Background: an optimization exercise with open tools, aiming at small area, a short achievable clock period and few clock cycles per item. Do not read the settings as production practice.
In this exercise RTL edits were held to simulation tests only and were not proved equivalent to the original.
Power and IR drop assume default switching activity.

Design action_config, start of the top module:
module action_config
#(parameter
    C_S_AXI_ADDR_WIDTH = 16,
    C_S_AXI_DATA_WIDTH = 32
)(
    input                                   clk                   ,
    input                                   resetn                 ,
    input  wire [C_S_AXI_ADDR_WIDTH-1:0]   s_axi_AWADDR,
    input  wire                            s_axi_AWVALID,
    output wire                            s_axi_AWREADY,
    input  wire [C_S_AXI_DATA_WIDTH-1:0]   s_axi_WDATA,
    input  wire [C_S_AXI_DATA_WIDTH/8-1:0] s_axi_WSTRB,
    input  wire                            s_axi_WVALID,
    output wire                            s_axi_WREADY,
    output wire [1:0]                      s_axi_BRESP,
    output wire                            s_axi_BVALID,
    input  wire                            s_axi_BREADY,
    input  wire [C_S_AXI_ADDR_WIDTH-1:0]   s_axi_ARADDR,
    input  wire                            s_axi_ARVALID,
    output wire                            s_axi_ARREADY,
    output wire [C_S_AXI_DATA_WIDTH-1:0]   s_axi_RDATA,
    output wire [1:0]                      s_axi_RRESP,
    output wire                            s_axi_RVALID,
    input  wire                            s_axi_RREADY,
    output reg [31:0]                      data_collection_mode     ,
    output reg [47:0]                      fpga_mac_addr            ,
    output reg [31:0]                      fpga_ipv4_addr           ,
    output reg [31:0]                      one_over_energy          ,
    output reg [31:0]                      frames_per_trigger       ,
    output reg [7:0]                       nmodules                 ,
    output reg [3:0]                       nstorage_cells           ,
    output reg                             data_collection_start    ,
    output reg                             data_collection_cancel   ,
    input                                  data_collection_idle     ,
    input                                  qsfpdd_modprs            ,
    input [6:0]                            hbm_temperature          ,
    input                                  hbm_temp_trip            ,
    input                                  apb_complete_0           ,
    input                                  pede2gain_data_fifo_empty  ,
  ...
==> flow/config.mk <==
export PLATFORM = sky130hd
export DESIGN_NAME = action_config
export DESIGN_NICKNAME = action_config
export VERILOG_FILES = /design/flow/design.v
export SDC_FILE = /design/flow/constraint.sdc
export NUM_CORES = 4
export LEC_CHECK = 0
export CAP_MARGIN = 20
export CORE_MARGIN = 2
export CORE_UTILIZATION = 50
export GPL_ROUTABILITY_DRIVEN = 0
export PLACE_DENSITY = 0.75
export SETUP_SLACK_MARGIN = 2.0
export SLEW_MARGIN = 60
export TNS_END_PERCENT = 0
==> flow/constraint.sdc <==
create_clock -name core_clock -period 4.0 [get_ports {clk}]
set_input_delay 0.8000 -clock core_clock [delete_from_list [all_inputs] [get_ports {clk}]]
set_output_delay 0.8000 -clock core_clock [all_outputs]
set_load 0.01 [all_outputs]
standard.sh (not shown) runs the stock make flow with config.mk's settings and CLKGATE_MAP_FILE= SYNTH_SCRIPT=/design/flow/synth_recipe.tcl, a recipe that flattens the netlist after the stock synthesis.
==> flow/flow/run.sh <==
#!/bin/bash
# Standard ORFS flow, with small port buffers, large clock sink clusters and no CTS dummy loads.
set -e
export BUFFER_PORTS_ARGS="-buffer_cell sky130_fd_sc_hd__buf_1"
export CTS_ARGS="-sink_clustering_enable -repair_clock_nets -dont_use_dummy_load -sink_clustering_size 25 -sink_clustering_max_diameter 80"
bash standard.sh > standard.log 2>&1
The baseline produced a clean layout.
Testbench counts at the start, summed over its fixed seeds: cycles 2,995, transactions 4,800.
Rerun with:
==> flow/flow/run.sh (replaced) <==
#!/bin/bash
# Standard ORFS flow, with small port buffers, large clock sink clusters and no CTS dummy loads.
set -e
export BUFFER_PORTS_ARGS="-buffer_cell sky130_fd_sc_hd__buf_1"
export CTS_ARGS="-sink_clustering_enable -repair_clock_nets -dont_use_dummy_load -sink_clustering_size 16 -sink_clustering_max_diameter 60 -root_buf sky130_fd_sc_hd__clkbuf_16 -buf_list sky130_fd_sc_hd__clkbuf_8"
bash standard.sh > standard.log 2>&1
- CORE_UTILIZATION: 50 -> 45
- GPL_ROUTABILITY_DRIVEN: 0 -> default
Effect: Clock-buffer cell count went up by 16. Combinational power went up by about 4%. Power went down by 2.0%. Global-route usage went down by 2.7 points. Non-clock buffer count went up by 20. Worst setup slack loses 5.1 ps. Synthesized cell count does not change. Area after synthesis stays the same. Critical path depth went down by 6.
Rerun with:
- CORE_UTILIZATION: 45 -> 50
- PLACE_DENSITY: 0.75 -> 0.7
Outcome:
- The changed run finished clean
- area after synthesis is unchanged
- final area came out lower slightly
- via count hardly moves
Rerun with:
==> flow/flow/run.sh (replaced) <==
#!/bin/bash
# Standard ORFS flow, with small port buffers, large clock sink clusters and no CTS dummy loads.
set -e
export BUFFER_PORTS_ARGS="-buffer_cell sky130_fd_sc_hd__buf_1"
export CTS_ARGS="-sink_clustering_enable -repair_clock_nets -dont_use_dummy_load -sink_clustering_size 25 -sink_clustering_max_diameter 80"
bash standard.sh > standard.log 2>&1
- PLACE_DENSITY: 0.7 -> 0.75
Core utilization stays flat; cell count is lower by about 0.7%; non-clock buffer count is higher by 1; wire length went down by about 1%; final area hardly moves; via count goes down by about 0.6%; setup slack gains 21 ps; sequential cell count does not change.
Rerun with:
==> flow/flow/run.sh (replaced) <==
#!/bin/bash
# Standard ORFS flow, with small port buffers, large clock sink clusters and no CTS dummy loads.
set -e
export BUFFER_PORTS_ARGS="-buffer_cell sky130_fd_sc_hd__buf_1"
export CTS_ARGS="-sink_clustering_enable -repair_clock_nets -dont_use_dummy_load -sink_clustering_size 16 -sink_clustering_max_diameter 60 -root_buf sky130_fd_sc_hd__clkbuf_16 -buf_list sky130_fd_sc_hd__clkbuf_8"
bash standard.sh > standard.log 2>&1
- CORE_UTILIZATION: 50 -> 55
=>
- hold slack is worse by 7.3 ps
- power shrinks by 2.5%
- core utilization goes up by 5.4 points
- final cell count drops by 1.9%
- die area went down by 8.9%
- sequential share of layout area came out higher by 0.61 points
- final area shrinks by 0.99%
- critical path depth is unchanged
- setup slack is better by 17 ps
- area after synthesis does not change
- via count grows by 1.3%

[what the ideal ports hide]
The results above use ideal ports. As a check the final layouts listed here were re-extracted and re-timed, cells and wires unchanged.
Step 1 assumes that a clkbuf_16 drives the clock port and a buf_2 every other input.
Step 2 times the ports against the registers' clock, not the clock port: input delays grow and output delays shrink by t, the midpoint of the rising clock arrivals with the driver on.
a / b / c = ideal ports / drivers / drivers and shift; a / b = the first two.
run	shift t [ns]	setup slack, ns	latest minus earliest clock arrival (ns)	slew at the worst register clock pin (ns)
the first run	0.621	1.867 / 1.815 / 1.194	0.059 / 0.058	0.10 / 0.10
the second run	0.618	1.862 / 1.762 / 1.144	0.090 / 0.090	0.11 / 0.11
the third run	0.629	1.837 / 1.783 / 1.153	0.045 / 0.045	0.11 / 0.11
the fourth run	0.622	1.858 / 1.756 / 1.134	0.064 / 0.064	0.11 / 0.11
the fifth run	0.625	1.875 / 1.694 / 1.069	0.059 / 0.060	0.10 / 0.10
After both steps setup and hold are still met in every run listed. The setup slack of the fifth run, which loses most, moves by -0.181 ns with the drivers and by -0.806 ns with both steps.
